This is an optimization exercise on Yosys and OpenROAD, whose aim is a short achievable clock period and few clock cycles, not a production implementation.
In this exercise RTL edits were held to simulation tests only and were not proved equivalent to the original.
Power figures rest on the tool's default switching activity, not on a simulated workload.

== oak ==
Design CHIP, start of the top module:
module CHIP(clk,
            rst_n,
            mem_wen_D,
            mem_addr_D,
            mem_wdata_D,
            mem_rdata_D,
            mem_addr_I,
            mem_rdata_I
    );
Size in the first run: ~160 I/O pins.
clock: 10.5 ns
lec_check: 0
cap_margin: 20
core_margin: 2
core_utilization: 40
cts_cluster_diameter: 200
cts_cluster_size: 20
slew_margin: 20
standard.sh (not shown) runs the stock make flow with config.mk's settings and CLKGATE_MAP_FILE= SYNTH_SCRIPT=/design/flow/synth_recipe.tcl, a recipe that flattens the netlist after the stock synthesis.
==> flow/flow/run.sh <==
#!/bin/bash
# Standard ORFS layout, with timing repair aimed below the clock period:
# repair_timing keeps working until the setup slack reaches the margin.
set -euo pipefail
MARGIN=${MARGIN:-7.0}
bash standard.sh SETUP_SLACK_MARGIN=$MARGIN finish > flow_standard.log 2>&1
oak finished all stages; the layout is clean.
Testbench counts of oak, summed over its fixed seeds: cycles 88,243.
Changes in pine relative to oak:
Settings: CTS_CLUSTER_SIZE: 20 -> unset; CTS_CLUSTER_DIAMETER: 200 -> unset; CORE_UTILIZATION: 40 -> 55.
==> flow/flow/run.sh <==
#!/bin/bash
# Standard ORFS layout, with timing repair aimed below the clock period:
# repair_timing keeps working until the setup slack reaches the margin.
set -euo pipefail
MARGIN=${MARGIN:-7.5}
bash standard.sh SETUP_SLACK_MARGIN=$MARGIN finish > flow_standard.log 2>&1
Notes after the runs:
Looking at depth of the CTS H-tree, pine sits 1 above oak. Setup slack: pine less than oak. The via-per-instance ratio in pine was higher than what oak gave. Number of register bits inferred by synthesis of pine is on par with oak. pine -> oak: final weighted congestion of routability-driven global placement flat. Sort pine and oak by power dissipated in combinational cells, ascending, and oak comes first. Internal power on pine is behind oak.
For birch, these inputs were changed with respect to pine:
Settings: changing CORE_UTILIZATION from 55 to 40.
==> flow/flow/run.sh <==
#!/bin/bash
# Standard ORFS layout, with timing repair aimed below the clock period:
# repair_timing keeps working until the setup slack reaches the margin.
set -euo pipefail
MARGIN=${MARGIN:-7.0}
bash standard.sh SETUP_SLACK_MARGIN=$MARGIN finish > flow_standard.log 2>&1
### Flow results
- birch ended with more x dimension of the die than pine.
- The higher post-layout minimum cycle time of pine and birch is in pine.
- birch against pine: effective utilization at floorplan -15 points, pin count of the biggest net entering global routing +about 15%.
- Met2 global-route usage (higher): pine
- When birch is set beside pine, its number of buffers other than clock buffers in the final layout turns out to be about 26% smaller.
- Layout overhead on the synthesized area is higher on pine
- birch: worst hold-check slack lower than pine
- Taking pine as the reference, in birch total power of the final layout now sits lower; mean routed wirelength per cell now sits lower.

========
run 4:
Another version of the RTL of CHIP (not shown whole).
Size in the first run: ~5900 cells after synthesis, ~74000 sq um of cells after synthesis.
clock: 10.5 ns
lec_check: 0
abc_clock_period_in_ps: 3000
cap_margin: 20
core_margin: 2
core_utilization: 40
setup_slack_margin: 5
slew_margin: 20
run.sh (not shown) runs the stock make flow with config.mk's settings and CLKGATE_MAP_FILE= SYNTH_SCRIPT=/design/flow/synth_recipe.tcl, a recipe that flattens the netlist after the stock synthesis.
Stock flow here: none of the scripts above is used.
Testbench counts of run 4, summed over its fixed seeds: cycles 106,108.
Input changes introduced in run 5 (baseline for comparison: run 4):
- SETUP_SLACK_MARGIN no longer set, was 5
- ABC_CLOCK_PERIOD_IN_PS no longer set, was 3000
Findings:
Compared with run 4, run 5 shows wire length on met1 higher by 660 um.
Run 5 and run 4 ended up with nearly the same required time of the critical path.
Switching component of the power: run 4 vs run 5 — no meaningful difference
Between run 4 and run 5, the share of total power in combinational logic figures differ only marginally.

========
CHIP, a different RTL version from the one above (not shown whole).
For scale: about 5500 cells after synthesis, about 76000 um2 of cells after synthesis.
export LEC_CHECK = 0
export CAP_MARGIN = 20
export CORE_MARGIN = 2
export CORE_UTILIZATION = 40
export SLEW_MARGIN = 20
export SYNTH_HIERARCHICAL = 1
create_clock -name core_clock -period 10.5 [get_ports {clk}]
standard.sh (not shown) runs the stock make flow with config.mk's settings and CLKGATE_MAP_FILE= SYNTH_SCRIPT=/design/flow/synth_recipe.tcl, a recipe that flattens the netlist after the stock synthesis.
==> flow/flow/run.sh <==
#!/bin/bash
# Standard ORFS layout, with timing repair aimed below the clock period:
# repair_timing keeps working until the setup slack reaches the margin.
set -euo pipefail
MARGIN=${MARGIN:-7.0}
bash standard.sh SETUP_SLACK_MARGIN=$MARGIN finish > flow_standard.log 2>&1
Testbench counts at the start, summed over its fixed seeds: cycles 88,243.
Next try:
--- a/flow/flow/run.sh
+++ b/flow/flow/run.sh
@@ -5 +5 @@
-MARGIN=${MARGIN:-7.0}
+MARGIN=${MARGIN:-7.5}
Effect: Count of clock-buffer cells in the layout decreases by 6; hold slack gains 6.2 ps; sequential share of layout area decreases by 4.1 points; fmax increases by 4.1%; sequential power stays flat; cell count increases by 4.8%.
Next try:
CTS_CLUSTER_DIAMETER = 200   (was not set)
CTS_CLUSTER_SIZE = 20   (was not set)
After rerunning: The new run completed without violations; routed wire length came out lower by 0.44%; die area does not change; sequential cell count stays the same; maximum frequency rises by 1.3%; synthesized area does not change.

-- static timing again, ports no longer ideal --
No port has a modelled driver above. Below, the same layouts with a new extraction and two added sets of constraints.
Step 1, drivers: a clkbuf_16 drives clk and a buf_2 each remaining input, both assumed.
Step 2, shift: input delay + t, output delay - t, t = (earliest + latest rising clock arrival at the registers) / 2. This alone moves slack from input paths to output paths.
Three values: ideal, step 1, step 2; two values: the first two.
| run | t, ns | setup WS [ns] | slew at the worst register clock pin (ns) | cell pins on the clock port's net |
|---|---|---|---|---|
| oak | 0.810 | 6.857 / 6.859 / 6.089 | 0.10 / 0.10 | 1 |
| pine | 0.879 | 6.802 / 6.802 / 6.037 | 0.07 / 0.07 | 1 |
| birch | 0.903 | 6.835 / 6.835 / 6.060 | 0.07 / 0.07 | 1 |
| run 4 | 0.882 | 5.397 / 5.397 / 4.533 | 0.08 / 0.08 | 1 |
| run 5 | 0.881 | 4.720 / 4.720 / 4.531 | 0.07 / 0.07 | 1 |
| the first run of note 3 | 0.904 | 6.870 / 6.910 / 6.019 | 0.07 / 0.07 | 1 |
| the second run of note 3 | 0.933 | 7.013 / 6.921 / 6.297 | 0.07 / 0.07 | 1 |
| the third run of note 3 | 0.836 | 7.059 / 6.966 / 6.306 | 0.11 / 0.11 | 1 |
After both steps every run listed still meets setup and hold. For run 4, which loses most, drivers alone change the setup slack by 0.000 ns; drivers and shift together by -0.864 ns.
